From an optimization exercise on the open Yosys and OpenROAD flow, aimed at small area and a short achievable clock period; shortcuts taken in it are not production practice. No functional check of the RTL was part of any run shown here.

==> flow/design.v, too long to show whole: its modules and the start of the top module <==
// module n_bit_pipo: 16 lines
// module n_bit_adder: 14 lines
// module mul_fa: 7 lines
// module mul_ha: 7 lines
// module mul_ha1: 7 lines
// module mul_and: 6 lines
// module booth_enc: 8 lines
// module booth_enc0: 8 lines
// module booth_sel: 6 lines
// module booth_sel0: 6 lines
// module booth_selt: 6 lines
// module booth_row: 8 lines
// module prefix_g: 6 lines
// module mul_aoi21: 6 lines
// module mul_inv: 6 lines
// module mul_nand2: 6 lines
// module mul_nor2: 6 lines
// module mul_oai21: 6 lines
// module mul_xnor2: 6 lines
// module mul_xor2: 6 lines
// module mul_final_add: 327 lines
// module n_bit_array_mul: 639 lines
module n_bit_array_mul
#(
    parameter N = 32
)
(
    input[N-1:0] data_in,
    input clk, clr_n, load_a, load_b,
    output [2*N-1:0] product,
    output done
);
  // ...
==> flow/flow/run.sh <==
#!/bin/bash
# Layout flow: the standard flow (standard.sh: the standard synthesis and
# the ORFS steps, unchanged) with these layout choices of its own:
#  1. the buffers that placement puts on every port are buf_2 cells instead
#     of the delay-cell buffers that buffer_ports picks by default;
#  2. after global placement (flow/resize.tcl): cells that synthesis sized up
#     but that drive at most two loads go back to their _1 size, and the port
#     buffers of load_a, load_b and clr_n (large fanout) become buf_8;
#  3. after the placement resizer (flow/resize2.tcl): the buffers of the
#     clr_n tree that drive more than 16 loads become buf_16.
#  4. clock tree synthesis runs with its usual options plus
#     -dont_use_dummy_load (no extra load cells on the clock tree).
# Each step's full output goes to a log file of its own in this folder; ORFS
# also keeps its per-step logs under orfs/logs/.
set -euo pipefail
R=$PWD/orfs/results/$FLOW_PLATFORM/n_bit_array_mul/base
export BUFFER_PORTS_ARGS="-buffer_cell sky130_fd_sc_hd__buf_2"
export CTS_ARGS="-sink_clustering_enable -repair_clock_nets -dont_use_dummy_load"
bash standard.sh $R/3_3_place_gp.odb > flow_1_to_global_place.log 2>&1
RESIZE_ODB=$R/3_3_place_gp.odb openroad -no_init -exit flow/resize.tcl > flow_2_resize.log 2>&1
bash standard.sh $R/3_4_place_resized.odb > flow_3_place_resize.log 2>&1
RESIZE_ODB=$R/3_4_place_resized.odb openroad -no_init -exit flow/resize2.tcl > flow_4_resize_clear.log 2>&1
bash standard.sh > flow_5_finish.log 2>&1
==> flow/flow/resize.tcl <==
# Layout choices applied to the global placement result, before the
# placement resizer (repair_design) and detailed placement:
#  - cells that synthesis sized up but that drive at most two loads are set
#    back to their _1 size (same function, same pins);
#  - the port buffers of load_a, load_b and clr_n, which fan out to many
#    registers, are made buf_8.
set odb $::env(RESIZE_ODB)
read_db $odb
set db [ord::get_db]
set block [ord::get_db_block]
set small [dict create \
  sky130_fd_sc_hd__a21oi_2 sky130_fd_sc_hd__a21oi_1 \
  sky130_fd_sc_hd__mux2_4 sky130_fd_sc_hd__mux2_1 \
  sky130_fd_sc_hd__mux2_2 sky130_fd_sc_hd__mux2_1]
set n 0
foreach inst [$block getInsts] {
  set m [[$inst getMaster] getName]
  if {![dict exists $small $m]} { continue }
  set fo 0
  foreach it [$inst getITerms] {
    if {[$it isOutputSignal]} {
      set net [$it getNet]
      if {$net ne "NULL"} {
        set fo [expr {[llength [$net getITerms]] - 1 + [llength [$net getBTerms]]}]
      }
    }
  }
  if {$fo <= 2} {
    $inst swapMaster [$db findMaster [dict get $small $m]]
    incr n
  }
}
puts "resized $n cells down"
set big [$db findMaster sky130_fd_sc_hd__buf_8]
foreach p {load_a load_b clr_n} {
  set net [[$block findBTerm $p] getNet]
  foreach it [$net getITerms] {
    set inst [$it getInst]
    if {[string match "sky130_fd_sc_hd__buf_*" [[$inst getMaster] getName]]} {
      puts "port $p: [$inst getName] [[$inst getMaster] getName] -> sky130_fd_sc_hd__buf_8"
      $inst swapMaster $big
    }
  }
}
write_db $odb
==> flow/flow/resize2.tcl <==
# Layout choice applied after the placement resizer, before detailed
# placement: the buffers of the clear (clr_n) tree that drive 16 or more
# loads become buf_16, so the clear reaches all registers sooner.
set odb $::env(RESIZE_ODB)
read_db $odb
set db [ord::get_db]
set block [ord::get_db_block]
set big [$db findMaster sky130_fd_sc_hd__buf_16]
set todo [list [[$block findBTerm clr_n] getNet]]
while {[llength $todo]} {
  set net [lindex $todo 0]
  set todo [lrange $todo 1 end]
  foreach it [$net getITerms] {
    if {![$it isInputSignal]} { continue }
    set inst [$it getInst]
    set m [[$inst getMaster] getName]
    if {![string match "sky130_fd_sc_hd__buf_*" $m]} { continue }
    foreach ot [$inst getITerms] {
      if {[$ot isOutputSignal] && [$ot getNet] ne "NULL"} {
        set onet [$ot getNet]
        set fo [llength [$onet getITerms]]
        if {$fo > 16} {
          puts "clr_n tree: [$inst getName] $m fanout [expr {$fo - 1}] -> sky130_fd_sc_hd__buf_16"
          $inst swapMaster $big
        }
        lappend todo $onet
      }
    }
  }
}
write_db $odb
==> flow/standard.sh <==
#!/bin/bash
# synth_recipe.tcl (not shown) runs the flow's synth.tcl, then flattens the netlist and writes it again
# the make line also repeats each setting of config.mk as NAME=value (left out here)
make -C /OpenROAD-flow-scripts/flow DESIGN_CONFIG=/design/flow/config.mk WORK_HOME=/design/flow/orfs CLKGATE_MAP_FILE= SYNTH_SCRIPT=/design/flow/synth_recipe.tcl "${@:-finish}"
==> flow/config.mk <==
export PLATFORM = sky130hd
export DESIGN_NAME = n_bit_array_mul
export DESIGN_NICKNAME = n_bit_array_mul
export VERILOG_FILES = /design/flow/design.v
export SDC_FILE = /design/flow/constraint.sdc
export NUM_CORES = 4
export LEC_CHECK = 0
export CAP_MARGIN = 20
export CORE_MARGIN = 2
export CORE_UTILIZATION = 50
export SLEW_MARGIN = 20
export SYNTH_HIERARCHICAL = 1
==> flow/constraint.sdc <==
create_clock -name core_clock -period 38.0 [get_ports {clk}]
set_input_delay 7.6000 -clock core_clock [delete_from_list [all_inputs] [get_ports {clk}]]
set_output_delay 7.6000 -clock core_clock [all_outputs]
set_load 0.01 [all_outputs]
==> impl_metrics.toml, run 1 <==
[layout]
nFillCells = 4914
regMostFlops = "p_q"
n_clock_buffer = 17
nNetsFinal = 3086
clkCellAreaFrac = 0.0150
register_area_sq_um = 3250
sh_seq_area = 0.114
layout_common_cells = "xnor2_1, a22oi_1, fa_1, ha_1, dfrtp_1"

[global_routing]
grt_util_met3 = 0.0688
gr-usage-met2 = 0.520
track_usage = 0.319
grt_use_met1 = 0.402

[critical_path]
r2r_cells = 25
startpoint = "p_q[28]$_DFF_PN0_"
criticalPathCategory = "reg -> out"

[route]
maxUsedRoutingLayer = "met4"
wl_met1_um = 34100
drt-total-wl_um = 88100
vias = 20886

[sta]
hold_violations = 0
relSlewSlack = 0.283
layout_setup_ws_ns = 29.40

[cts]
clk_latency_ns = 0.50
htreeDepth = 4

[yosys]
async_flop_share = 1.00
avgSynthCellArea_sq_um = 11.3
synth_cell_types = 23
synth_ff_type = "dfrtp_1"
ys_ff_latch = 128
yosysTopAreaCell = "fa_1"
synthMuxAreaShare = 0.0342

[outcome]
status = "finished clean"

[die]
num_tap_cells = 704
io-pin-count = 101

[placement]
pre_cts_ws_ns = 29.29

[worst_hold_path]
min_path_type = "reg -> reg"
==> run 2: changes to the inputs <==
--- a/flow/design.v
+++ b/flow/design.v
@@ -144,17 +144,17 @@
     output y
 );
     assign y = a ^ b;
 endmodule
 module mul_final_add (
     input [63:0] a, b,
     output [63:0] s
 );
-    wire g1, p2, g3, p4, g5, p6, g7, p8, g9, p10, g11, p12, g13, p14, g15, p16, g17, p18, g19, p20, g21, p22, g23, p24, g25, p26, g27, p28, g29, p30, g31, p32, g33, p34, g35, p36, g37, p38, g39, p40, g41, p42, g43, p44, g45, p46, g47, p48, g49, p50, g51, p52, g53, p54, g55, p56, g57, p58, g59, p60, g61, p62, g63, p64, g65, p66, g67, p68, g69, p70, g71, p72, g73, p74, g75, p76, g77, p78, g79, p80, g81, p82, g83, p84, g85, p86, g87, p88, g89, p90, g91, p92, g93, p94, g95, p96, g97, p98, g99, p100, g101, p102, g103, p104, g105, p106, g107, p108, g109, p110, g111, p112, g113, p114, g115, p116, g117, p118, g119, p120, g121, p122, g123, p124, g125, p126, g127, p128, g129, g130, p131, g132, p133, g134, p135, g136, p137, g138, p139, g140, p141, g142, p143, g144, p145, g146, p147, g148, p149, g150, p151, g152, p153, g154, p155, g156, p157, g158, p159, g160, p161, g162, p163, g164, p165, g166, p167, g168, p169, g170, p171, g172, p173, g174, p175, g176, p177, g178, p179, g180, p181, g182, p183, g184, p185, g186, p187, g188, p189, g190, p191, g192, g193, p194, g195, p196, g197, p198, g199, p200, g201, p202, g203, p204, g205, p206, g207, p208, g209, p210, g211, p212, g213, p214, g215, p216, g217, p218, g219, p220, g221, p222, g223, g224, p225, g226, p227, g228, p229, g230, p231, g232, p233, g234, p235, g236, p237, g238, g239, p240, g241, p242, g243, p244, g245, g246, p247, g248, n249, g250, n251, g252, g253, g254, n255, g256, g257, g258, g259, g260, n261, g262, g263, n264, g265, g266, g267, g268, g269, n270, g271, g272, g273, g274, n275, g276, g277, g278, g279, n280, g281, g282, n283, g284, g285, g286, g287, g288, n289, g290, g291, g292, g293, n294, g295, g296, g297, g298, n299, g300, g301, g302, g303, n304, g305, g306, g307, g308, n309, g310, g311, g312, g313, n314, g315, g316, g317, g318, n319, g320, g321;
+    wire g1, p2, g3, p4, g5, p6, g7, p8, g9, p10, g11, p12, g13, p14, g15, p16, g17, p18, g19, p20, g21, p22, g23, p24, g25, p26, g27, p28, g29, p30, g31, p32, g33, p34, g35, p36, g37, p38, g39, p40, g41, p42, g43, p44, g45, p46, g47, p48, g49, p50, g51, p52, g53, p54, g55, p56, g57, p58, g59, p60, g61, p62, g63, p64, g65, p66, g67, p68, g69, p70, g71, p72, g73, p74, g75, p76, g77, p78, g79, p80, g81, p82, g83, p84, g85, p86, g87, p88, g89, p90, g91, p92, g93, p94, g95, p96, g97, p98, g99, p100, g101, p102, g103, p104, g105, p106, g107, p108, g109, p110, g111, p112, g113, p114, g115, p116, g117, p118, g119, p120, g121, p122, g123, p124, g125, p126, g127, p128, g129, g130, p131, g132, p133, g134, p135, g136, p137, g138, p139, g140, p141, g142, p143, g144, p145, g146, p147, g148, p149, g150, p151, g152, p153, g154, p155, g156, p157, g158, p159, g160, p161, g162, p163, g164, p165, g166, p167, g168, p169, g170, p171, g172, p173, g174, p175, g176, p177, g178, p179, g180, p181, g182, p183, g184, p185, g186, p187, g188, p189, g190, p191, g192, g193, p194, g195, p196, g197, p198, g199, p200, g201, p202, g203, p204, g205, p206, g207, p208, g209, p210, g211, p212, g213, p214, g215, p216, g217, p218, g219, p220, g221, p222, g223, p224, g225, p226, g227, p228, g229, p230, g231, p232, g233, p234, g235, p236, g237, p238, g239, p240, g241, p242, g243, p244, g245, p246, g247, p248, g249, p250, g251, p252, n253, g254, g255, g256, p257, g258, p259, g260, p261, g262, p263, g264, p265, g266, p267, g268, p269, g270, p271, g272, p273, g274, p275, g276, p277, g278, p279, g280, p281, g282, p283, g284, p285, g286, p287, g288, p289, g290, p291, g292, p293, g294, p295, g296, p297, g298, p299, g300, p301, g302, p303, g304, p305, g306, p307, g308, p309, g310, p311, g312, n313, g314, g315, g316, g317, p318, g319, p320, g321, p322, g323, p324, g325, p326, g327, p328, g329, p330, g331, p332, g333, p334, g335, p336, g337, p338, g339, p340, g341, p342, g343, p344, g345, p346, g347, p348, g349, p350, g351, p352, g353, p354, g355, p356, g357, p358, g359, p360, g361, p362, g363, p364, g365, g366, n367, g368, n369, g370, g371, g372, g373, g374, g375, p376, g377, p378, g379, p380, g381, p382, g383, p384, g385, p386, g387, p388, g389, p390, g391, p392, g393, p394, g395, p396, g397, p398, g399, p400, g401, p402, g403, p404, g405, p406, g407, g408, g409, g410, n411, g412, n413, g414, n415, g416, n417, g418, g419, g420, g421, g422, g423, g424, g425, g426, g427, g428, g429, g430, g431, g432, g433, g434, n435, g436, n437, g438, n439, g440, n441, g442, n443, g444, n445, g446, n447, g448, n449, g450, g451, g452, g453, g454, g455, g456, g457, g458, g459, g460, g461, g462, g463, g464, g465;
     mul_ha u_pg0 (.a(a[0]), .b(b[0]), .s(p2), .co(g1));
     mul_ha u_pg1 (.a(a[1]), .b(b[1]), .s(p4), .co(g3));
     mul_ha u_pg2 (.a(a[2]), .b(b[2]), .s(p6), .co(g5));
     mul_ha u_pg3 (.a(a[3]), .b(b[3]), .s(p8), .co(g7));
     mul_ha u_pg4 (.a(a[4]), .b(b[4]), .s(p10), .co(g9));
     mul_ha u_pg5 (.a(a[5]), .b(b[5]), .s(p12), .co(g11));
     mul_ha u_pg6 (.a(a[6]), .b(b[6]), .s(p14), .co(g13));
     mul_ha u_pg7 (.a(a[7]), .b(b[7]), .s(p16), .co(g15));
@@ -273,209 +273,353 @@
     mul_nand2 u_p185 (.a(p116), .b(p114), .y(p185));
     mul_aoi21 u_g186 (.a(p120), .b(g117), .c(g119), .y(g186));
     mul_nand2 u_p187 (.a(p120), .b(p118), .y(p187));
     mul_aoi21 u_g188 (.a(p124), .b(g121), .c(g123), .y(g188));
     mul_nand2 u_p189 (.a(p124), .b(p122), .y(p189));
     mul_aoi21 u_g190 (.a(p128), .b(g125), .c(g127), .y(g190));
     mul_nand2 u_p191 (.a(p128), .b(p126), .y(p191));
     mul_oai21 u_g192 (.a(p131), .b(g129), .c(g130), .y(g192));
-    mul_oai21 u_g193 (.a(p135), .b(g132), .c(g134), .y(g193));
-    mul_nor2 u_p194 (.a(p135), .b(p133), .y(p194));
-    mul_oai21 u_g195 (.a(p139), .b(g136), .c(g138), .y(g195));
-    mul_nor2 u_p196 (.a(p139), .b(p137), .y(p196));
-    mul_oai21 u_g197 (.a(p143), .b(g140), .c(g142), .y(g197));
-    mul_nor2 u_p198 (.a(p143), .b(p141), .y(p198));
-    mul_oai21 u_g199 (.a(p147), .b(g144), .c(g146), .y(g199));
-    mul_nor2 u_p200 (.a(p147), .b(p145), .y(p200));
-    mul_oai21 u_g201 (.a(p151), .b(g148), .c(g150), .y(g201));
-    mul_nor2 u_p202 (.a(p151), .b(p149), .y(p202));
-    mul_oai21 u_g203 (.a(p155), .b(g152), .c(g154), .y(g203));
-    mul_nor2 u_p204 (.a(p155), .b(p153), .y(p204));
-    mul_oai21 u_g205 (.a(p159), .b(g156), .c(g158), .y(g205));
-    mul_nor2 u_p206 (.a(p159), .b(p157), .y(p206));
-    mul_oai21 u_g207 (.a(p163), .b(g160), .c(g162), .y(g207));
-    mul_nor2 u_p208 (.a(p163), .b(p161), .y(p208));
-    mul_oai21 u_g209 (.a(p167), .b(g164), .c(g166), .y(g209));
-    mul_nor2 u_p210 (.a(p167), .b(p165), .y(p210));
-    mul_oai21 u_g211 (.a(p171), .b(g168), .c(g170), .y(g211));
-    mul_nor2 u_p212 (.a(p171), .b(p169), .y(p212));
-    mul_oai21 u_g213 (.a(p175), .b(g172), .c(g174), .y(g213));
-    mul_nor2 u_p214 (.a(p175), .b(p173), .y(p214));
-    mul_oai21 u_g215 (.a(p179), .b(g176), .c(g178), .y(g215));
-    mul_nor2 u_p216 (.a(p179), .b(p177), .y(p216));
-    mul_oai21 u_g217 (.a(p183), .b(g180), .c(g182), .y(g217));
-    mul_nor2 u_p218 (.a(p183), .b(p181), .y(p218));
-    mul_oai21 u_g219 (.a(p187), .b(g184), .c(g186), .y(g219));
-    mul_nor2 u_p220 (.a(p187), .b(p185), .y(p220));
-    mul_oai21 u_g221 (.a(p191), .b(g188), .c(g190), .y(g221));
-    mul_nor2 u_p222 (.a(p191), .b(p189), .y(p222));
-    mul_aoi21 u_g223 (.a(p194), .b(g192), .c(g193), .y(g223));
-    mul_aoi21 u_g224 (.a(p198), .b(g195), .c(g197), .y(g224));
-    mul_nand2 u_p225 (.a(p198), .b(p196), .y(p225));
-    mul_aoi21 u_g226 (.a(p202), .b(g199), .c(g201), .y(g226));
-    mul_nand2 u_p227 (.a(p202), .b(p200), .y(p227));
-    mul_aoi21 u_g228 (.a(p206), .b(g203), .c(g205), .y(g228));
-    mul_nand2 u_p229 (.a(p206), .b(p204), .y(p229));
-    mul_aoi21 u_g230 (.a(p210), .b(g207), .c(g209), .y(g230));
-    mul_nand2 u_p231 (.a(p210), .b(p208), .y(p231));
-    mul_aoi21 u_g232 (.a(p214), .b(g211), .c(g213), .y(g232));
-    mul_nand2 u_p233 (.a(p214), .b(p212), .y(p233));
-    mul_aoi21 u_g234 (.a(p218), .b(g215), .c(g217), .y(g234));
-    mul_nand2 u_p235 (.a(p218), .b(p216), .y(p235));
-    mul_aoi21 u_g236 (.a(p222), .b(g219), .c(g221), .y(g236));
-    mul_nand2 u_p237 (.a(p222), .b(p220), .y(p237));
-    mul_oai21 u_g238 (.a(p225), .b(g223), .c(g224), .y(g238));
-    mul_oai21 u_g239 (.a(p229), .b(g226), .c(g228), .y(g239));
-    mul_nor2 u_p240 (.a(p229), .b(p227), .y(p240));
-    mul_oai21 u_g241 (.a(p233), .b(g230), .c(g232), .y(g241));
-    mul_nor2 u_p242 (.a(p233), .b(p231), .y(p242));
-    mul_oai21 u_g243 (.a(p237), .b(g234), .c(g236), .y(g243));
-    mul_nor2 u_p244 (.a(p237), .b(p235), .y(p244));
-    mul_aoi21 u_g245 (.a(p240), .b(g238), .c(g239), .y(g245));
-    mul_aoi21 u_g246 (.a(p244), .b(g241), .c(g243), .y(g246));
-    mul_nand2 u_p247 (.a(p244), .b(p242), .y(p247));
-    mul_oai21 u_g248 (.a(p247), .b(g245), .c(g246), .y(g248));
-    mul_inv u_n249 (.a(g245), .y(n249));
-    mul_aoi21 u_g250 (.a(p242), .b(n249), .c(g241), .y(g250));
-    mul_inv u_n251 (.a(g238), .y(n251));
-    mul_oai21 u_g252 (.a(p227), .b(n251), .c(g226), .y(g252));
-    mul_oai21 u_g253 (.a(p231), .b(g245), .c(g230), .y(g253));
-    mul_oai21 u_g254 (.a(p235), .b(g250), .c(g234), .y(g254));
-    mul_inv u_n255 (.a(g223), .y(n255));
-    mul_aoi21 u_g256 (.a(p196), .b(n255), .c(g195), .y(g256));
-    mul_aoi21 u_g257 (.a(p200), .b(g238), .c(g199), .y(g257));
-    mul_aoi21 u_g258 (.a(p204), .b(g252), .c(g203), .y(g258));
-    mul_aoi21 u_g259 (.a(p208), .b(n249), .c(g207), .y(g259));
-    mul_aoi21 u_g260 (.a(p212), .b(g253), .c(g211), .y(g260));
-    mul_inv u_n261 (.a(g250), .y(n261));
-    mul_aoi21 u_g262 (.a(p216), .b(n261), .c(g215), .y(g262));
-    mul_aoi21 u_g263 (.a(p220), .b(g254), .c(g219), .y(g263));
-    mul_inv u_n264 (.a(g192), .y(n264));
-    mul_oai21 u_g265 (.a(p133), .b(n264), .c(g132), .y(g265));
-    mul_oai21 u_g266 (.a(p137), .b(g223), .c(g136), .y(g266));
-    mul_oai21 u_g267 (.a(p141), .b(g256), .c(g140), .y(g267));
-    mul_oai21 u_g268 (.a(p145), .b(n251), .c(g144), .y(g268));
-    mul_oai21 u_g269 (.a(p149), .b(g257), .c(g148), .y(g269));
-    mul_inv u_n270 (.a(g252), .y(n270));
-    mul_oai21 u_g271 (.a(p153), .b(n270), .c(g152), .y(g271));
-    mul_oai21 u_g272 (.a(p157), .b(g258), .c(g156), .y(g272));
-    mul_oai21 u_g273 (.a(p161), .b(g245), .c(g160), .y(g273));
-    mul_oai21 u_g274 (.a(p165), .b(g259), .c(g164), .y(g274));
-    mul_inv u_n275 (.a(g253), .y(n275));
-    mul_oai21 u_g276 (.a(p169), .b(n275), .c(g168), .y(g276));
-    mul_oai21 u_g277 (.a(p173), .b(g260), .c(g172), .y(g277));
-    mul_oai21 u_g278 (.a(p177), .b(g250), .c(g176), .y(g278));
-    mul_oai21 u_g279 (.a(p181), .b(g262), .c(g180), .y(g279));
-    mul_inv u_n280 (.a(g254), .y(n280));
-    mul_oai21 u_g281 (.a(p185), .b(n280), .c(g184), .y(g281));
-    mul_oai21 u_g282 (.a(p189), .b(g263), .c(g188), .y(g282));
-    mul_inv u_n283 (.a(g129), .y(n283));
-    mul_aoi21 u_g284 (.a(p6), .b(n283), .c(g5), .y(g284));
-    mul_aoi21 u_g285 (.a(p10), .b(g192), .c(g9), .y(g285));
-    mul_aoi21 u_g286 (.a(p14), .b(g265), .c(g13), .y(g286));
-    mul_aoi21 u_g287 (.a(p18), .b(n255), .c(g17), .y(g287));
-    mul_aoi21 u_g288 (.a(p22), .b(g266), .c(g21), .y(g288));
-    mul_inv u_n289 (.a(g256), .y(n289));
-    mul_aoi21 u_g290 (.a(p26), .b(n289), .c(g25), .y(g290));
-    mul_aoi21 u_g291 (.a(p30), .b(g267), .c(g29), .y(g291));
-    mul_aoi21 u_g292 (.a(p34), .b(g238), .c(g33), .y(g292));
-    mul_aoi21 u_g293 (.a(p38), .b(g268), .c(g37), .y(g293));
-    mul_inv u_n294 (.a(g257), .y(n294));
-    mul_aoi21 u_g295 (.a(p42), .b(n294), .c(g41), .y(g295));
-    mul_aoi21 u_g296 (.a(p46), .b(g269), .c(g45), .y(g296));
-    mul_aoi21 u_g297 (.a(p50), .b(g252), .c(g49), .y(g297));
-    mul_aoi21 u_g298 (.a(p54), .b(g271), .c(g53), .y(g298));
-    mul_inv u_n299 (.a(g258), .y(n299));
-    mul_aoi21 u_g300 (.a(p58), .b(n299), .c(g57), .y(g300));
-    mul_aoi21 u_g301 (.a(p62), .b(g272), .c(g61), .y(g301));
-    mul_aoi21 u_g302 (.a(p66), .b(n249), .c(g65), .y(g302));
-    mul_aoi21 u_g303 (.a(p70), .b(g273), .c(g69), .y(g303));
-    mul_inv u_n304 (.a(g259), .y(n304));
-    mul_aoi21 u_g305 (.a(p74), .b(n304), .c(g73), .y(g305));
-    mul_aoi21 u_g306 (.a(p78), .b(g274), .c(g77), .y(g306));
-    mul_aoi21 u_g307 (.a(p82), .b(g253), .c(g81), .y(g307));
-    mul_aoi21 u_g308 (.a(p86), .b(g276), .c(g85), .y(g308));
-    mul_inv u_n309 (.a(g260), .y(n309));
-    mul_aoi21 u_g310 (.a(p90), .b(n309), .c(g89), .y(g310));
-    mul_aoi21 u_g311 (.a(p94), .b(g277), .c(g93), .y(g311));
-    mul_aoi21 u_g312 (.a(p98), .b(n261), .c(g97), .y(g312));
-    mul_aoi21 u_g313 (.a(p102), .b(g278), .c(g101), .y(g313));
-    mul_inv u_n314 (.a(g262), .y(n314));
-    mul_aoi21 u_g315 (.a(p106), .b(n314), .c(g105), .y(g315));
-    mul_aoi21 u_g316 (.a(p110), .b(g279), .c(g109), .y(g316));
-    mul_aoi21 u_g317 (.a(p114), .b(g254), .c(g113), .y(g317));
-    mul_aoi21 u_g318 (.a(p118), .b(g281), .c(g117), .y(g318));
-    mul_inv u_n319 (.a(g263), .y(n319));
-    mul_aoi21 u_g320 (.a(p122), .b(n319), .c(g121), .y(g320));
-    mul_aoi21 u_g321 (.a(p126), .b(g282), .c(g125), .y(g321));
+    mul_oai21 u_g193 (.a(p133), .b(g130), .c(g132), .y(g193));
+    mul_nor2 u_p194 (.a(p133), .b(p131), .y(p194));
+    mul_oai21 u_g195 (.a(p135), .b(g132), .c(g134), .y(g195));
+    mul_nor2 u_p196 (.a(p135), .b(p133), .y(p196));
+    mul_oai21 u_g197 (.a(p137), .b(g134), .c(g136), .y(g197));
+    mul_nor2 u_p198 (.a(p137), .b(p135), .y(p198));
+    mul_oai21 u_g199 (.a(p139), .b(g136), .c(g138), .y(g199));
+    mul_nor2 u_p200 (.a(p139), .b(p137), .y(p200));
+    mul_oai21 u_g201 (.a(p141), .b(g138), .c(g140), .y(g201));
+    mul_nor2 u_p202 (.a(p141), .b(p139), .y(p202));
+    mul_oai21 u_g203 (.a(p143), .b(g140), .c(g142), .y(g203));
+    mul_nor2 u_p204 (.a(p143), .b(p141), .y(p204));
+    mul_oai21 u_g205 (.a(p145), .b(g142), .c(g144), .y(g205));
+    mul_nor2 u_p206 (.a(p145), .b(p143), .y(p206));
+    mul_oai21 u_g207 (.a(p147), .b(g144), .c(g146), .y(g207));
+    mul_nor2 u_p208 (.a(p147), .b(p145), .y(p208));
+    mul_oai21 u_g209 (.a(p149), .b(g146), .c(g148), .y(g209));
+    mul_nor2 u_p210 (.a(p149), .b(p147), .y(p210));
+    mul_oai21 u_g211 (.a(p151), .b(g148), .c(g150), .y(g211));
+    mul_nor2 u_p212 (.a(p151), .b(p149), .y(p212));
+    mul_oai21 u_g213 (.a(p153), .b(g150), .c(g152), .y(g213));
+    mul_nor2 u_p214 (.a(p153), .b(p151), .y(p214));
+    mul_oai21 u_g215 (.a(p155), .b(g152), .c(g154), .y(g215));
+    mul_nor2 u_p216 (.a(p155), .b(p153), .y(p216));
+    mul_oai21 u_g217 (.a(p157), .b(g154), .c(g156), .y(g217));
+    mul_nor2 u_p218 (.a(p157), .b(p155), .y(p218));
+    mul_oai21 u_g219 (.a(p159), .b(g156), .c(g158), .y(g219));
+    mul_nor2 u_p220 (.a(p159), .b(p157), .y(p220));
+    mul_oai21 u_g221 (.a(p161), .b(g158), .c(g160), .y(g221));
+    mul_nor2 u_p222 (.a(p161), .b(p159), .y(p222));
+    mul_oai21 u_g223 (.a(p163), .b(g160), .c(g162), .y(g223));
+    mul_nor2 u_p224 (.a(p163), .b(p161), .y(p224));
+    mul_oai21 u_g225 (.a(p165), .b(g162), .c(g164), .y(g225));
+    mul_nor2 u_p226 (.a(p165), .b(p163), .y(p226));
+    mul_oai21 u_g227 (.a(p167), .b(g164), .c(g166), .y(g227));
+    mul_nor2 u_p228 (.a(p167), .b(p165), .y(p228));
+    mul_oai21 u_g229 (.a(p169), .b(g166), .c(g168), .y(g229));
+    mul_nor2 u_p230 (.a(p169), .b(p167), .y(p230));
+    mul_oai21 u_g231 (.a(p171), .b(g168), .c(g170), .y(g231));
+    mul_nor2 u_p232 (.a(p171), .b(p169), .y(p232));
+    mul_oai21 u_g233 (.a(p173), .b(g170), .c(g172), .y(g233));
+    mul_nor2 u_p234 (.a(p173), .b(p171), .y(p234));
+    mul_oai21 u_g235 (.a(p175), .b(g172), .c(g174), .y(g235));
+    mul_nor2 u_p236 (.a(p175), .b(p173), .y(p236));
+    mul_oai21 u_g237 (.a(p177), .b(g174), .c(g176), .y(g237));
+    mul_nor2 u_p238 (.a(p177), .b(p175), .y(p238));
+    mul_oai21 u_g239 (.a(p179), .b(g176), .c(g178), .y(g239));
+    mul_nor2 u_p240 (.a(p179), .b(p177), .y(p240));
+    mul_oai21 u_g241 (.a(p181), .b(g178), .c(g180), .y(g241));
+    mul_nor2 u_p242 (.a(p181), .b(p179), .y(p242));
+    mul_oai21 u_g243 (.a(p183), .b(g180), .c(g182), .y(g243));
+    mul_nor2 u_p244 (.a(p183), .b(p181), .y(p244));
+    mul_oai21 u_g245 (.a(p185), .b(g182), .c(g184), .y(g245));
+    mul_nor2 u_p246 (.a(p185), .b(p183), .y(p246));
+    mul_oai21 u_g247 (.a(p187), .b(g184), .c(g186), .y(g247));
+    mul_nor2 u_p248 (.a(p187), .b(p185), .y(p248));
+    mul_oai21 u_g249 (.a(p189), .b(g186), .c(g188), .y(g249));
+    mul_nor2 u_p250 (.a(p189), .b(p187), .y(p250));
+    mul_oai21 u_g251 (.a(p191), .b(g188), .c(g190), .y(g251));
+    mul_nor2 u_p252 (.a(p191), .b(p189), .y(p252));
+    mul_inv u_n253 (.a(g129), .y(n253));
+    mul_aoi21 u_g254 (.a(p194), .b(n253), .c(g193), .y(g254));
+    mul_aoi21 u_g255 (.a(p196), .b(g192), .c(g195), .y(g255));
+    mul_aoi21 u_g256 (.a(p198), .b(g193), .c(g197), .y(g256));
+    mul_nand2 u_p257 (.a(p198), .b(p194), .y(p257));
+    mul_aoi21 u_g258 (.a(p200), .b(g195), .c(g199), .y(g258));
+    mul_nand2 u_p259 (.a(p200), .b(p196), .y(p259));
+    mul_aoi21 u_g260 (.a(p202), .b(g197), .c(g201), .y(g260));
+    mul_nand2 u_p261 (.a(p202), .b(p198), .y(p261));
+    mul_aoi21 u_g262 (.a(p204), .b(g199), .c(g203), .y(g262));
+    mul_nand2 u_p263 (.a(p204), .b(p200), .y(p263));
+    mul_aoi21 u_g264 (.a(p206), .b(g201), .c(g205), .y(g264));
+    mul_nand2 u_p265 (.a(p206), .b(p202), .y(p265));
+    mul_aoi21 u_g266 (.a(p208), .b(g203), .c(g207), .y(g266));
+    mul_nand2 u_p267 (.a(p208), .b(p204), .y(p267));
+    mul_aoi21 u_g268 (.a(p210), .b(g205), .c(g209), .y(g268));
+    mul_nand2 u_p269 (.a(p210), .b(p206), .y(p269));
+    mul_aoi21 u_g270 (.a(p212), .b(g207), .c(g211), .y(g270));
+    mul_nand2 u_p271 (.a(p212), .b(p208), .y(p271));
+    mul_aoi21 u_g272 (.a(p214), .b(g209), .c(g213), .y(g272));
+    mul_nand2 u_p273 (.a(p214), .b(p210), .y(p273));
+    mul_aoi21 u_g274 (.a(p216), .b(g211), .c(g215), .y(g274));
+    mul_nand2 u_p275 (.a(p216), .b(p212), .y(p275));
+    mul_aoi21 u_g276 (.a(p218), .b(g213), .c(g217), .y(g276));
+    mul_nand2 u_p277 (.a(p218), .b(p214), .y(p277));
+    mul_aoi21 u_g278 (.a(p220), .b(g215), .c(g219), .y(g278));
+    mul_nand2 u_p279 (.a(p220), .b(p216), .y(p279));
+    mul_aoi21 u_g280 (.a(p222), .b(g217), .c(g221), .y(g280));
+    mul_nand2 u_p281 (.a(p222), .b(p218), .y(p281));
+    mul_aoi21 u_g282 (.a(p224), .b(g219), .c(g223), .y(g282));
+    mul_nand2 u_p283 (.a(p224), .b(p220), .y(p283));
+    mul_aoi21 u_g284 (.a(p226), .b(g221), .c(g225), .y(g284));
+    mul_nand2 u_p285 (.a(p226), .b(p222), .y(p285));
+    mul_aoi21 u_g286 (.a(p228), .b(g223), .c(g227), .y(g286));
+    mul_nand2 u_p287 (.a(p228), .b(p224), .y(p287));
+    mul_aoi21 u_g288 (.a(p230), .b(g225), .c(g229), .y(g288));
+    mul_nand2 u_p289 (.a(p230), .b(p226), .y(p289));
+    mul_aoi21 u_g290 (.a(p232), .b(g227), .c(g231), .y(g290));
+    mul_nand2 u_p291 (.a(p232), .b(p228), .y(p291));
+    mul_aoi21 u_g292 (.a(p234), .b(g229), .c(g233), .y(g292));
+    mul_nand2 u_p293 (.a(p234), .b(p230), .y(p293));
+    mul_aoi21 u_g294 (.a(p236), .b(g231), .c(g235), .y(g294));
+    mul_nand2 u_p295 (.a(p236), .b(p232), .y(p295));
+    mul_aoi21 u_g296 (.a(p238), .b(g233), .c(g237), .y(g296));
+    mul_nand2 u_p297 (.a(p238), .b(p234), .y(p297));
+    mul_aoi21 u_g298 (.a(p240), .b(g235), .c(g239), .y(g298));
+    mul_nand2 u_p299 (.a(p240), .b(p236), .y(p299));
+    mul_aoi21 u_g300 (.a(p242), .b(g237), .c(g241), .y(g300));
+    mul_nand2 u_p301 (.a(p242), .b(p238), .y(p301));
+    mul_aoi21 u_g302 (.a(p244), .b(g239), .c(g243), .y(g302));
+    mul_nand2 u_p303 (.a(p244), .b(p240), .y(p303));
+    mul_aoi21 u_g304 (.a(p246), .b(g241), .c(g245), .y(g304));
+    mul_nand2 u_p305 (.a(p246), .b(p242), .y(p305));
+    mul_aoi21 u_g306 (.a(p248), .b(g243), .c(g247), .y(g306));
+    mul_nand2 u_p307 (.a(p248), .b(p244), .y(p307));
+    mul_aoi21 u_g308 (.a(p250), .b(g245), .c(g249), .y(g308));
+    mul_nand2 u_p309 (.a(p250), .b(p246), .y(p309));
+    mul_aoi21 u_g310 (.a(p252), .b(g247), .c(g251), .y(g310));
+    mul_nand2 u_p311 (.a(p252), .b(p248), .y(p311));
+    mul_oai21 u_g312 (.a(p257), .b(g129), .c(g256), .y(g312));
+    mul_inv u_n313 (.a(g192), .y(n313));
+    mul_oai21 u_g314 (.a(p259), .b(n313), .c(g258), .y(g314));
+    mul_oai21 u_g315 (.a(p261), .b(g254), .c(g260), .y(g315));
+    mul_oai21 u_g316 (.a(p263), .b(g255), .c(g262), .y(g316));
+    mul_oai21 u_g317 (.a(p265), .b(g256), .c(g264), .y(g317));
+    mul_nor2 u_p318 (.a(p265), .b(p257), .y(p318));
+    mul_oai21 u_g319 (.a(p267), .b(g258), .c(g266), .y(g319));
+    mul_nor2 u_p320 (.a(p267), .b(p259), .y(p320));
+    mul_oai21 u_g321 (.a(p269), .b(g260), .c(g268), .y(g321));
+    mul_nor2 u_p322 (.a(p269), .b(p261), .y(p322));
+    mul_oai21 u_g323 (.a(p271), .b(g262), .c(g270), .y(g323));
+    mul_nor2 u_p324 (.a(p271), .b(p263), .y(p324));
+    mul_oai21 u_g325 (.a(p273), .b(g264), .c(g272), .y(g325));
+    mul_nor2 u_p326 (.a(p273), .b(p265), .y(p326));
+    mul_oai21 u_g327 (.a(p275), .b(g266), .c(g274), .y(g327));
+    mul_nor2 u_p328 (.a(p275), .b(p267), .y(p328));
+    mul_oai21 u_g329 (.a(p277), .b(g268), .c(g276), .y(g329));
+    mul_nor2 u_p330 (.a(p277), .b(p269), .y(p330));
+    mul_oai21 u_g331 (.a(p279), .b(g270), .c(g278), .y(g331));
+    mul_nor2 u_p332 (.a(p279), .b(p271), .y(p332));
+    mul_oai21 u_g333 (.a(p281), .b(g272), .c(g280), .y(g333));
+    mul_nor2 u_p334 (.a(p281), .b(p273), .y(p334));
+    mul_oai21 u_g335 (.a(p283), .b(g274), .c(g282), .y(g335));
+    mul_nor2 u_p336 (.a(p283), .b(p275), .y(p336));
+    mul_oai21 u_g337 (.a(p285), .b(g276), .c(g284), .y(g337));
+    mul_nor2 u_p338 (.a(p285), .b(p277), .y(p338));
+    mul_oai21 u_g339 (.a(p287), .b(g278), .c(g286), .y(g339));
+    mul_nor2 u_p340 (.a(p287), .b(p279), .y(p340));
+    mul_oai21 u_g341 (.a(p289), .b(g280), .c(g288), .y(g341));
+    mul_nor2 u_p342 (.a(p289), .b(p281), .y(p342));
+    mul_oai21 u_g343 (.a(p291), .b(g282), .c(g290), .y(g343));
+    mul_nor2 u_p344 (.a(p291), .b(p283), .y(p344));
+    mul_oai21 u_g345 (.a(p293), .b(g284), .c(g292), .y(g345));
+    mul_nor2 u_p346 (.a(p293), .b(p285), .y(p346));
+    mul_oai21 u_g347 (.a(p295), .b(g286), .c(g294), .y(g347));
+    mul_nor2 u_p348 (.a(p295), .b(p287), .y(p348));
+    mul_oai21 u_g349 (.a(p297), .b(g288), .c(g296), .y(g349));
+    mul_nor2 u_p350 (.a(p297), .b(p289), .y(p350));
+    mul_oai21 u_g351 (.a(p299), .b(g290), .c(g298), .y(g351));
+    mul_nor2 u_p352 (.a(p299), .b(p291), .y(p352));
+    mul_oai21 u_g353 (.a(p301), .b(g292), .c(g300), .y(g353));
+    mul_nor2 u_p354 (.a(p301), .b(p293), .y(p354));
+    mul_oai21 u_g355 (.a(p303), .b(g294), .c(g302), .y(g355));
+    mul_nor2 u_p356 (.a(p303), .b(p295), .y(p356));
+    mul_oai21 u_g357 (.a(p305), .b(g296), .c(g304), .y(g357));
+    mul_nor2 u_p358 (.a(p305), .b(p297), .y(p358));
+    mul_oai21 u_g359 (.a(p307), .b(g298), .c(g306), .y(g359));
+    mul_nor2 u_p360 (.a(p307), .b(p299), .y(p360));
+    mul_oai21 u_g361 (.a(p309), .b(g300), .c(g308), .y(g361));
+    mul_nor2 u_p362 (.a(p309), .b(p301), .y(p362));
+    mul_oai21 u_g363 (.a(p311), .b(g302), .c(g310), .y(g363));
+    mul_nor2 u_p364 (.a(p311), .b(p303), .y(p364));
+    mul_aoi21 u_g365 (.a(p318), .b(n253), .c(g317), .y(g365));
+    mul_aoi21 u_g366 (.a(p320), .b(g192), .c(g319), .y(g366));
+    mul_inv u_n367 (.a(g254), .y(n367));
+    mul_aoi21 u_g368 (.a(p322), .b(n367), .c(g321), .y(g368));
+    mul_inv u_n369 (.a(g255), .y(n369));
+    mul_aoi21 u_g370 (.a(p324), .b(n369), .c(g323), .y(g370));
+    mul_aoi21 u_g371 (.a(p326), .b(g312), .c(g325), .y(g371));
+    mul_aoi21 u_g372 (.a(p328), .b(g314), .c(g327), .y(g372));
+    mul_aoi21 u_g373 (.a(p330), .b(g315), .c(g329), .y(g373));
+    mul_aoi21 u_g374 (.a(p332), .b(g316), .c(g331), .y(g374));
+    mul_aoi21 u_g375 (.a(p334), .b(g317), .c(g333), .y(g375));
+    mul_nand2 u_p376 (.a(p334), .b(p318), .y(p376));
+    mul_aoi21 u_g377 (.a(p336), .b(g319), .c(g335), .y(g377));
+    mul_nand2 u_p378 (.a(p336), .b(p320), .y(p378));
+    mul_aoi21 u_g379 (.a(p338), .b(g321), .c(g337), .y(g379));
+    mul_nand2 u_p380 (.a(p338), .b(p322), .y(p380));
+    mul_aoi21 u_g381 (.a(p340), .b(g323), .c(g339), .y(g381));
+    mul_nand2 u_p382 (.a(p340), .b(p324), .y(p382));
+    mul_aoi21 u_g383 (.a(p342), .b(g325), .c(g341), .y(g383));
+    mul_nand2 u_p384 (.a(p342), .b(p326), .y(p384));
+    mul_aoi21 u_g385 (.a(p344), .b(g327), .c(g343), .y(g385));
+    mul_nand2 u_p386 (.a(p344), .b(p328), .y(p386));
+    mul_aoi21 u_g387 (.a(p346), .b(g329), .c(g345), .y(g387));
+    mul_nand2 u_p388 (.a(p346), .b(p330), .y(p388));
+    mul_aoi21 u_g389 (.a(p348), .b(g331), .c(g347), .y(g389));
+    mul_nand2 u_p390 (.a(p348), .b(p332), .y(p390));
+    mul_aoi21 u_g391 (.a(p350), .b(g333), .c(g349), .y(g391));
+    mul_nand2 u_p392 (.a(p350), .b(p334), .y(p392));
+    mul_aoi21 u_g393 (.a(p352), .b(g335), .c(g351), .y(g393));
+    mul_nand2 u_p394 (.a(p352), .b(p336), .y(p394));
+    mul_aoi21 u_g395 (.a(p354), .b(g337), .c(g353), .y(g395));
+    mul_nand2 u_p396 (.a(p354), .b(p338), .y(p396));
+    mul_aoi21 u_g397 (.a(p356), .b(g339), .c(g355), .y(g397));
+    mul_nand2 u_p398 (.a(p356), .b(p340), .y(p398));
+    mul_aoi21 u_g399 (.a(p358), .b(g341), .c(g357), .y(g399));
+    mul_nand2 u_p400 (.a(p358), .b(p342), .y(p400));
+    mul_aoi21 u_g401 (.a(p360), .b(g343), .c(g359), .y(g401));
+    mul_nand2 u_p402 (.a(p360), .b(p344), .y(p402));
+    mul_aoi21 u_g403 (.a(p362), .b(g345), .c(g361), .y(g403));
+    mul_nand2 u_p404 (.a(p362), .b(p346), .y(p404));
+    mul_aoi21 u_g405 (.a(p364), .b(g347), .c(g363), .y(g405));
+    mul_nand2 u_p406 (.a(p364), .b(p348), .y(p406));
+    mul_oai21 u_g407 (.a(p376), .b(g129), .c(g375), .y(g407));
+    mul_oai21 u_g408 (.a(p378), .b(n313), .c(g377), .y(g408));
+    mul_oai21 u_g409 (.a(p380), .b(g254), .c(g379), .y(g409));
+    mul_oai21 u_g410 (.a(p382), .b(g255), .c(g381), .y(g410));
+    mul_inv u_n411 (.a(g312), .y(n411));
+    mul_oai21 u_g412 (.a(p384), .b(n411), .c(g383), .y(g412));
+    mul_inv u_n413 (.a(g314), .y(n413));
+    mul_oai21 u_g414 (.a(p386), .b(n413), .c(g385), .y(g414));
+    mul_inv u_n415 (.a(g315), .y(n415));
+    mul_oai21 u_g416 (.a(p388), .b(n415), .c(g387), .y(g416));
+    mul_inv u_n417 (.a(g316), .y(n417));
+    mul_oai21 u_g418 (.a(p390), .b(n417), .c(g389), .y(g418));
+    mul_oai21 u_g419 (.a(p392), .b(g365), .c(g391), .y(g419));
+    mul_oai21 u_g420 (.a(p394), .b(g366), .c(g393), .y(g420));
+    mul_oai21 u_g421 (.a(p396), .b(g368), .c(g395), .y(g421));
+    mul_oai21 u_g422 (.a(p398), .b(g370), .c(g397), .y(g422));
+    mul_oai21 u_g423 (.a(p400), .b(g371), .c(g399), .y(g423));
+    mul_oai21 u_g424 (.a(p402), .b(g372), .c(g401), .y(g424));
+    mul_oai21 u_g425 (.a(p404), .b(g373), .c(g403), .y(g425));
+    mul_oai21 u_g426 (.a(p406), .b(g374), .c(g405), .y(g426));
+    mul_aoi21 u_g427 (.a(p6), .b(n253), .c(g5), .y(g427));
+    mul_aoi21 u_g428 (.a(p10), .b(g192), .c(g9), .y(g428));
+    mul_aoi21 u_g429 (.a(p14), .b(n367), .c(g13), .y(g429));
+    mul_aoi21 u_g430 (.a(p18), .b(n369), .c(g17), .y(g430));
+    mul_aoi21 u_g431 (.a(p22), .b(g312), .c(g21), .y(g431));
+    mul_aoi21 u_g432 (.a(p26), .b(g314), .c(g25), .y(g432));
+    mul_aoi21 u_g433 (.a(p30), .b(g315), .c(g29), .y(g433));
+    mul_aoi21 u_g434 (.a(p34), .b(g316), .c(g33), .y(g434));
+    mul_inv u_n435 (.a(g365), .y(n435));
+    mul_aoi21 u_g436 (.a(p38), .b(n435), .c(g37), .y(g436));
+    mul_inv u_n437 (.a(g366), .y(n437));
+    mul_aoi21 u_g438 (.a(p42), .b(n437), .c(g41), .y(g438));
+    mul_inv u_n439 (.a(g368), .y(n439));
+    mul_aoi21 u_g440 (.a(p46), .b(n439), .c(g45), .y(g440));
+    mul_inv u_n441 (.a(g370), .y(n441));
+    mul_aoi21 u_g442 (.a(p50), .b(n441), .c(g49), .y(g442));
+    mul_inv u_n443 (.a(g371), .y(n443));
+    mul_aoi21 u_g444 (.a(p54), .b(n443), .c(g53), .y(g444));
+    mul_inv u_n445 (.a(g372), .y(n445));
+    mul_aoi21 u_g446 (.a(p58), .b(n445), .c(g57), .y(g446));
+    mul_inv u_n447 (.a(g373), .y(n447));
+    mul_aoi21 u_g448 (.a(p62), .b(n447), .c(g61), .y(g448));
+    mul_inv u_n449 (.a(g374), .y(n449));
+    mul_aoi21 u_g450 (.a(p66), .b(n449), .c(g65), .y(g450));
+    mul_aoi21 u_g451 (.a(p70), .b(g407), .c(g69), .y(g451));
+    mul_aoi21 u_g452 (.a(p74), .b(g408), .c(g73), .y(g452));
+    mul_aoi21 u_g453 (.a(p78), .b(g409), .c(g77), .y(g453));
+    mul_aoi21 u_g454 (.a(p82), .b(g410), .c(g81), .y(g454));
+    mul_aoi21 u_g455 (.a(p86), .b(g412), .c(g85), .y(g455));
+    mul_aoi21 u_g456 (.a(p90), .b(g414), .c(g89), .y(g456));
+    mul_aoi21 u_g457 (.a(p94), .b(g416), .c(g93), .y(g457));
+    mul_aoi21 u_g458 (.a(p98), .b(g418), .c(g97), .y(g458));
+    mul_aoi21 u_g459 (.a(p102), .b(g419), .c(g101), .y(g459));
+    mul_aoi21 u_g460 (.a(p106), .b(g420), .c(g105), .y(g460));
+    mul_aoi21 u_g461 (.a(p110), .b(g421), .c(g109), .y(g461));
+    mul_aoi21 u_g462 (.a(p114), .b(g422), .c(g113), .y(g462));
+    mul_aoi21 u_g463 (.a(p118), .b(g423), .c(g117), .y(g463));
+    mul_aoi21 u_g464 (.a(p122), .b(g424), .c(g121), .y(g464));
+    mul_aoi21 u_g465 (.a(p126), .b(g425), .c(g125), .y(g465));
     assign s[0] = p2;
     mul_xor2 u_s1 (.a(p4), .b(g1), .y(s[1]));
     mul_xnor2 u_s2 (.a(p6), .b(g129), .y(s[2]));
-    mul_xnor2 u_s3 (.a(p8), .b(g284), .y(s[3]));
+    mul_xnor2 u_s3 (.a(p8), .b(g427), .y(s[3]));
     mul_xor2 u_s4 (.a(p10), .b(g192), .y(s[4]));
-    mul_xnor2 u_s5 (.a(p12), .b(g285), .y(s[5]));
-    mul_xor2 u_s6 (.a(p14), .b(g265), .y(s[6]));
-    mul_xnor2 u_s7 (.a(p16), .b(g286), .y(s[7]));
-    mul_xnor2 u_s8 (.a(p18), .b(g223), .y(s[8]));
-    mul_xnor2 u_s9 (.a(p20), .b(g287), .y(s[9]));
-    mul_xor2 u_s10 (.a(p22), .b(g266), .y(s[10]));
-    mul_xnor2 u_s11 (.a(p24), .b(g288), .y(s[11]));
-    mul_xnor2 u_s12 (.a(p26), .b(g256), .y(s[12]));
-    mul_xnor2 u_s13 (.a(p28), .b(g290), .y(s[13]));
-    mul_xor2 u_s14 (.a(p30), .b(g267), .y(s[14]));
-    mul_xnor2 u_s15 (.a(p32), .b(g291), .y(s[15]));
-    mul_xor2 u_s16 (.a(p34), .b(g238), .y(s[16]));
-    mul_xnor2 u_s17 (.a(p36), .b(g292), .y(s[17]));
-    mul_xor2 u_s18 (.a(p38), .b(g268), .y(s[18]));
-    mul_xnor2 u_s19 (.a(p40), .b(g293), .y(s[19]));
-    mul_xnor2 u_s20 (.a(p42), .b(g257), .y(s[20]));
-    mul_xnor2 u_s21 (.a(p44), .b(g295), .y(s[21]));
-    mul_xor2 u_s22 (.a(p46), .b(g269), .y(s[22]));
-    mul_xnor2 u_s23 (.a(p48), .b(g296), .y(s[23]));
-    mul_xor2 u_s24 (.a(p50), .b(g252), .y(s[24]));
-    mul_xnor2 u_s25 (.a(p52), .b(g297), .y(s[25]));
-    mul_xor2 u_s26 (.a(p54), .b(g271), .y(s[26]));
-    mul_xnor2 u_s27 (.a(p56), .b(g298), .y(s[27]));
-    mul_xnor2 u_s28 (.a(p58), .b(g258), .y(s[28]));
-    mul_xnor2 u_s29 (.a(p60), .b(g300), .y(s[29]));
-    mul_xor2 u_s30 (.a(p62), .b(g272), .y(s[30]));
-    mul_xnor2 u_s31 (.a(p64), .b(g301), .y(s[31]));
-    mul_xnor2 u_s32 (.a(p66), .b(g245), .y(s[32]));
-    mul_xnor2 u_s33 (.a(p68), .b(g302), .y(s[33]));
-    mul_xor2 u_s34 (.a(p70), .b(g273), .y(s[34]));
-    mul_xnor2 u_s35 (.a(p72), .b(g303), .y(s[35]));
-    mul_xnor2 u_s36 (.a(p74), .b(g259), .y(s[36]));
-    mul_xnor2 u_s37 (.a(p76), .b(g305), .y(s[37]));
-    mul_xor2 u_s38 (.a(p78), .b(g274), .y(s[38]));
-    mul_xnor2 u_s39 (.a(p80), .b(g306), .y(s[39]));
-    mul_xor2 u_s40 (.a(p82), .b(g253), .y(s[40]));
-    mul_xnor2 u_s41 (.a(p84), .b(g307), .y(s[41]));
-    mul_xor2 u_s42 (.a(p86), .b(g276), .y(s[42]));
-    mul_xnor2 u_s43 (.a(p88), .b(g308), .y(s[43]));
-    mul_xnor2 u_s44 (.a(p90), .b(g260), .y(s[44]));
-    mul_xnor2 u_s45 (.a(p92), .b(g310), .y(s[45]));
-    mul_xor2 u_s46 (.a(p94), .b(g277), .y(s[46]));
-    mul_xnor2 u_s47 (.a(p96), .b(g311), .y(s[47]));
-    mul_xnor2 u_s48 (.a(p98), .b(g250), .y(s[48]));
-    mul_xnor2 u_s49 (.a(p100), .b(g312), .y(s[49]));
-    mul_xor2 u_s50 (.a(p102), .b(g278), .y(s[50]));
-    mul_xnor2 u_s51 (.a(p104), .b(g313), .y(s[51]));
-    mul_xnor2 u_s52 (.a(p106), .b(g262), .y(s[52]));
-    mul_xnor2 u_s53 (.a(p108), .b(g315), .y(s[53]));
-    mul_xor2 u_s54 (.a(p110), .b(g279), .y(s[54]));
-    mul_xnor2 u_s55 (.a(p112), .b(g316), .y(s[55]));
-    mul_xor2 u_s56 (.a(p114), .b(g254), .y(s[56]));
-    mul_xnor2 u_s57 (.a(p116), .b(g317), .y(s[57]));
-    mul_xor2 u_s58 (.a(p118), .b(g281), .y(s[58]));
-    mul_xnor2 u_s59 (.a(p120), .b(g318), .y(s[59]));
-    mul_xnor2 u_s60 (.a(p122), .b(g263), .y(s[60]));
-    mul_xnor2 u_s61 (.a(p124), .b(g320), .y(s[61]));
-    mul_xor2 u_s62 (.a(p126), .b(g282), .y(s[62]));
-    mul_xnor2 u_s63 (.a(p128), .b(g321), .y(s[63]));
+    mul_xnor2 u_s5 (.a(p12), .b(g428), .y(s[5]));
+    mul_xnor2 u_s6 (.a(p14), .b(g254), .y(s[6]));
+    mul_xnor2 u_s7 (.a(p16), .b(g429), .y(s[7]));
+    mul_xnor2 u_s8 (.a(p18), .b(g255), .y(s[8]));
+    mul_xnor2 u_s9 (.a(p20), .b(g430), .y(s[9]));
+    mul_xor2 u_s10 (.a(p22), .b(g312), .y(s[10]));
+    mul_xnor2 u_s11 (.a(p24), .b(g431), .y(s[11]));
+    mul_xor2 u_s12 (.a(p26), .b(g314), .y(s[12]));
+    mul_xnor2 u_s13 (.a(p28), .b(g432), .y(s[13]));
+    mul_xor2 u_s14 (.a(p30), .b(g315), .y(s[14]));
+    mul_xnor2 u_s15 (.a(p32), .b(g433), .y(s[15]));
+    mul_xor2 u_s16 (.a(p34), .b(g316), .y(s[16]));
+    mul_xnor2 u_s17 (.a(p36), .b(g434), .y(s[17]));
+    mul_xnor2 u_s18 (.a(p38), .b(g365), .y(s[18]));
+    mul_xnor2 u_s19 (.a(p40), .b(g436), .y(s[19]));
+    mul_xnor2 u_s20 (.a(p42), .b(g366), .y(s[20]));
+    mul_xnor2 u_s21 (.a(p44), .b(g438), .y(s[21]));
+    mul_xnor2 u_s22 (.a(p46), .b(g368), .y(s[22]));
+    mul_xnor2 u_s23 (.a(p48), .b(g440), .y(s[23]));
+    mul_xnor2 u_s24 (.a(p50), .b(g370), .y(s[24]));
+    mul_xnor2 u_s25 (.a(p52), .b(g442), .y(s[25]));
+    mul_xnor2 u_s26 (.a(p54), .b(g371), .y(s[26]));
+    mul_xnor2 u_s27 (.a(p56), .b(g444), .y(s[27]));
+    mul_xnor2 u_s28 (.a(p58), .b(g372), .y(s[28]));
+    mul_xnor2 u_s29 (.a(p60), .b(g446), .y(s[29]));
+    mul_xnor2 u_s30 (.a(p62), .b(g373), .y(s[30]));
+    mul_xnor2 u_s31 (.a(p64), .b(g448), .y(s[31]));
+    mul_xnor2 u_s32 (.a(p66), .b(g374), .y(s[32]));
+    mul_xnor2 u_s33 (.a(p68), .b(g450), .y(s[33]));
+    mul_xor2 u_s34 (.a(p70), .b(g407), .y(s[34]));
+    mul_xnor2 u_s35 (.a(p72), .b(g451), .y(s[35]));
+    mul_xor2 u_s36 (.a(p74), .b(g408), .y(s[36]));
+    mul_xnor2 u_s37 (.a(p76), .b(g452), .y(s[37]));
+    mul_xor2 u_s38 (.a(p78), .b(g409), .y(s[38]));
+    mul_xnor2 u_s39 (.a(p80), .b(g453), .y(s[39]));
+    mul_xor2 u_s40 (.a(p82), .b(g410), .y(s[40]));
+    mul_xnor2 u_s41 (.a(p84), .b(g454), .y(s[41]));
+    mul_xor2 u_s42 (.a(p86), .b(g412), .y(s[42]));
+    mul_xnor2 u_s43 (.a(p88), .b(g455), .y(s[43]));
+    mul_xor2 u_s44 (.a(p90), .b(g414), .y(s[44]));
+    mul_xnor2 u_s45 (.a(p92), .b(g456), .y(s[45]));
+    mul_xor2 u_s46 (.a(p94), .b(g416), .y(s[46]));
+    mul_xnor2 u_s47 (.a(p96), .b(g457), .y(s[47]));
+    mul_xor2 u_s48 (.a(p98), .b(g418), .y(s[48]));
+    mul_xnor2 u_s49 (.a(p100), .b(g458), .y(s[49]));
+    mul_xor2 u_s50 (.a(p102), .b(g419), .y(s[50]));
+    mul_xnor2 u_s51 (.a(p104), .b(g459), .y(s[51]));
+    mul_xor2 u_s52 (.a(p106), .b(g420), .y(s[52]));
+    mul_xnor2 u_s53 (.a(p108), .b(g460), .y(s[53]));
+    mul_xor2 u_s54 (.a(p110), .b(g421), .y(s[54]));
+    mul_xnor2 u_s55 (.a(p112), .b(g461), .y(s[55]));
+    mul_xor2 u_s56 (.a(p114), .b(g422), .y(s[56]));
+    mul_xnor2 u_s57 (.a(p116), .b(g462), .y(s[57]));
+    mul_xor2 u_s58 (.a(p118), .b(g423), .y(s[58]));
+    mul_xnor2 u_s59 (.a(p120), .b(g463), .y(s[59]));
+    mul_xor2 u_s60 (.a(p122), .b(g424), .y(s[60]));
+    mul_xnor2 u_s61 (.a(p124), .b(g464), .y(s[61]));
+    mul_xor2 u_s62 (.a(p126), .b(g425), .y(s[62]));
+    mul_xnor2 u_s63 (.a(p128), .b(g465), .y(s[63]));
 endmodule
 module n_bit_array_mul
 #(
     parameter N = 32
 )
 (
     input[N-1:0] data_in,
     input clk, clr_n, load_a, load_b,
==> flow/flow/run.sh (replaced) <==
#!/bin/bash
# Layout flow: the standard flow (standard.sh: the standard synthesis and
# the ORFS steps, unchanged) with these layout choices of its own:
#  1. the buffers that placement puts on every port are buf_2 cells instead
#     of the delay-cell buffers that buffer_ports picks by default;
#  2. after global placement (flow/resize.tcl): cells that synthesis sized up
#     but that drive at most two loads go back to their _1 size, and the port
#     buffers of load_a, load_b and clr_n (large fanout) become buf_8.
# Each step's full output goes to a log file of its own in this folder; ORFS
# also keeps its per-step logs under orfs/logs/.
set -euo pipefail
R=$PWD/orfs/results/$FLOW_PLATFORM/n_bit_array_mul/base
export BUFFER_PORTS_ARGS="-buffer_cell sky130_fd_sc_hd__buf_2"
bash standard.sh $R/3_3_place_gp.odb > flow_1_to_global_place.log 2>&1
RESIZE_ODB=$R/3_3_place_gp.odb openroad -no_init -exit flow/resize.tcl > flow_2_resize.log 2>&1
bash standard.sh > flow_3_finish.log 2>&1
removed: flow/flow/resize2.tcl
==> run 2 against run 1 <==
Against the previous run: still clean on timing, DRC and antenna; design area rose by 2.7%; via count grew 9.2%; final cell count increased by 6.6%; clock-buffer cell count grew 3; synthesized cell count increased by 5.9%; wire length rose by 18%; critical endpoint is now product[34].
==> impl_metrics.toml, run 2 <==
[sta]
relSlewSlack = 0.322
setup_viol = 0
clock.fmax_mhz = 115
slew_violations = 0
fin_crit_sh = 0.228
hold_violations = 0
rsz0062_at_grt = "no"
setup-tns-final_ns = 0
layout_setup_ws_ns = 29.33
layout_min_cycle_time_ns = 8.67
worst-slew-pin-transition_ns = 1.02
finalClockSkew_ns = 0.0216

[route]
ant_nets = 0
vias = 22798
drt-initial-drc-count = 3071
via_per_inst = 6.76
drt-total-wl_um = 104000
routedWlPerCell_um = 30.9
dr.pass1.iters = 8
route.detailed.drc = 0

[yosys]
ys_ff_latch = 128
synth_top_area_frac = 0.327
yosysSeqAreaShare = 0.113
synthTopCellsByArea = "fa_1, xnor2_1, a22oi_1, dfrtp_1, ha_1"
synth_ff_type = "dfrtp_1"
synth.most_common_cell = "xnor2_1"
yosysTopAreaCell = "fa_1"
async_flop_share = 1.00
yosysWarnings = 7
synth_area_sq_um = 28400
synth_commonest_cells = "xnor2_1, a22oi_1, fa_1"
synthCells = 2589
synth_cell_types = 23
syn_nets = 3215
synth-edff-count = 0
avgSynthCellArea_sq_um = 11.0

[global_routing]
antenna_found_initial = 4
grt_util_met3 = 0.105
grt_max_degree = 75
gr-usage-met2 = 0.543
grt_use_met1 = 0.457
track_usage = 0.352
grt_pass1_vias = 24209
grt_pass1_wl_um = 155000
grt.busiest_layer = "met2"
gr-total-overflow = 0

[die]
rows = 87
die_area_sq_um = 58800
io-pin-count = 101
initial_core_util = 0.505
die_h_um = 242
core_sq_um = 56300
die_x_um = 242

[critical_path]
cp_top_family = "flip-flops"
r2r_cells = 21
criticalPathCategory = "reg -> out"
path_depth = 1
end_kind = "output pin"
crit_path_start_kind = "register"
path_cells = "buf_2"
crit_fanout = 1
required_ns = 30.40
slowest_stage = "dfrtp_1"
max_stage_delay_ns = 0.44
crit_buf_inv = 1
critPathArrivalTime_ns = 1.07

[cts]
cts_sinks = 128
numCtsBuffers = 17
htreeDepth = 4
cts_hold_buf = 0
postCtsSetupRepairBufs = 0
post_cts_resize_count = 0
cts-root-buf = "clkbuf_16"
clk_pin_slew_ns = 0.08
clk_latency_ns = 0.45
cts_tree = "built"
clk_path_buf_depth = 2

[layout]
layout-drive-gt1-share = 0.104
regMostFlops = "p_q"
reg_top3 = "p_q (64), a_q (32), b_q (32)"
final_common_cell = "xnor2_1"
n_antenna_cell = 0
synthToLayoutAreaGrowth_pct = 2.40
layout_common_cells = "xnor2_1, a22oi_1, fa_1, ha_1, nand2_1"
nNetsFinal = 3228
largest_reg_flops = 64

[placement]
pre_cts_ws_ns = 28.96
place_congestion = 0.964
dp_hpwl_um = 65300
portBuffers = 99

[outcome]
status = "finished clean"

[worst_hold_path]
hold_depth = 1
min_path_type = "reg -> reg"

[flow_run]
max_cap_viol_count = 0
[run 2: layer usage]
metal | up-vias | wire [um]
met1 | 11598 | 38800
li1 | 8942 | -
met3 | 407 | 13500
met4 | 2 | 5290
met5 | - | 12
met2 | 1849 | 46500
[run 2: stage by stage]
| step | instances | hold slack (ns) | area [sq um] | util |
|---|---|---|---|---|
| 6_report | 3371 | 0.490 | 29100 | 0.517 |
| 3_3_place_gp | 3339 | 0.498 | 29200 | 0.518 |
| 2_1_floorplan | 2589 | 0.538 | 28400 | - |
| 5_1_grt | 3371 | 0.509 | 29100 | 0.517 |
| 4_1_cts | 3371 | 0.496 | 29100 | 0.517 |
| 3_5_place_dp | 3339 | 0.482 | 28600 | 0.507 |
[run 2: worst paths after layout]
kind	start	to	slack, ns
setup / recovery	p_q[34]$_DFF_PN0_	product[34]	29.33
min in group asynchronous	clr_n	a_q[3]$_DFFE_PN0P_	7.08
hold reg to reg	a_q[13]$_DFFE_PN0P_	a_q[13]$_DFFE_PN0P_	0.49
hold / removal	a_q[13]$_DFFE_PN0P_	a_q[13]$_DFFE_PN0P_	0.49
max in group asynchronous	clr_n	b_q[9]$_DFFE_PN0P_	29.50
setup reg to reg	b_q[21]$_DFFE_PN0P_	p_q[43]$_DFF_PN0_	30.07
[run 2: modules after synthesis (local to each module, per instance)]
module,area (sq um),flip-flops and latches,cells
mul_fa,20.0,0,1
mul_ha,12.5,0,1
booth_enc,38.8,0,5
mul_xor2,8.76,0,1
mul_inv,3.75,0,1
mul_and,6.26,0,1
mul_ha1,27.5,0,5
mul_oai21,5.00,0,1
mul_final_add,7.51,0,1
mul_nor2,3.75,0,1
booth_enc0,28.8,0,3
mul_nand2,3.75,0,1
n_bit_array_mul,4370,128,219
mul_xnor2,8.76,0,1
booth_row,607,0,76
mul_aoi21,8.76,0,1
[run 2: cell type report]
cell class,count,area [sq um]
fill,5071,27200
multi-input combinational,2178,22900
sequential,128,3240
timing repair buffer,181,1140
tap,756,946
clock buffer,20,447
inverter,96,360
clock inverter,12,113
[run 2: cell families (layout without fill, tap and decap cells)]
kind of cell	after synthesis	count (layout)	share of synthesized area
AOI/OAI and AO/OA	697	697	0.185
xor gates and xnor gates	606	606	0.187
adders and majority gates	590	590	0.382
buffers and inverters	283	309	0.0664
and+or+nand+nor	219	219	0.0334
DFF	128	128	0.113
muxes	64	64	0.0333
other	2	2	0.000264

port drivers added, routing unchanged:
The flow's constraints put no driver on any port. The routed layouts listed below were extracted and timed again, unchanged, in two steps. Step 1: set_driving_cell puts a clkbuf_16 on clk and a buf_2 on each other input, an assumption about the parent block. Step 2 also shifts input and output timing later by t, the mid clock arrival at the registers, as if the neighbouring blocks saw the same clock. Three values: ideal ports, drivers, drivers and shift; two values: the first two.
run | t, ns | setup WS [ns] | worst setup path at the end | worst data-port slew with drivers (ns)
run 1 | 0.547 | 29.401 / 29.337 / 29.242 | input to register | 0.09
run 2 | 0.499 | 29.334 / 29.278 / 29.002 | input, reset recovery | 0.06
After both steps every run listed still meets setup and hold. For run 2, which loses most, drivers alone change the setup slack by -0.056 ns; drivers and shift together by -0.332 ns. Setup slack includes reset recovery checks.
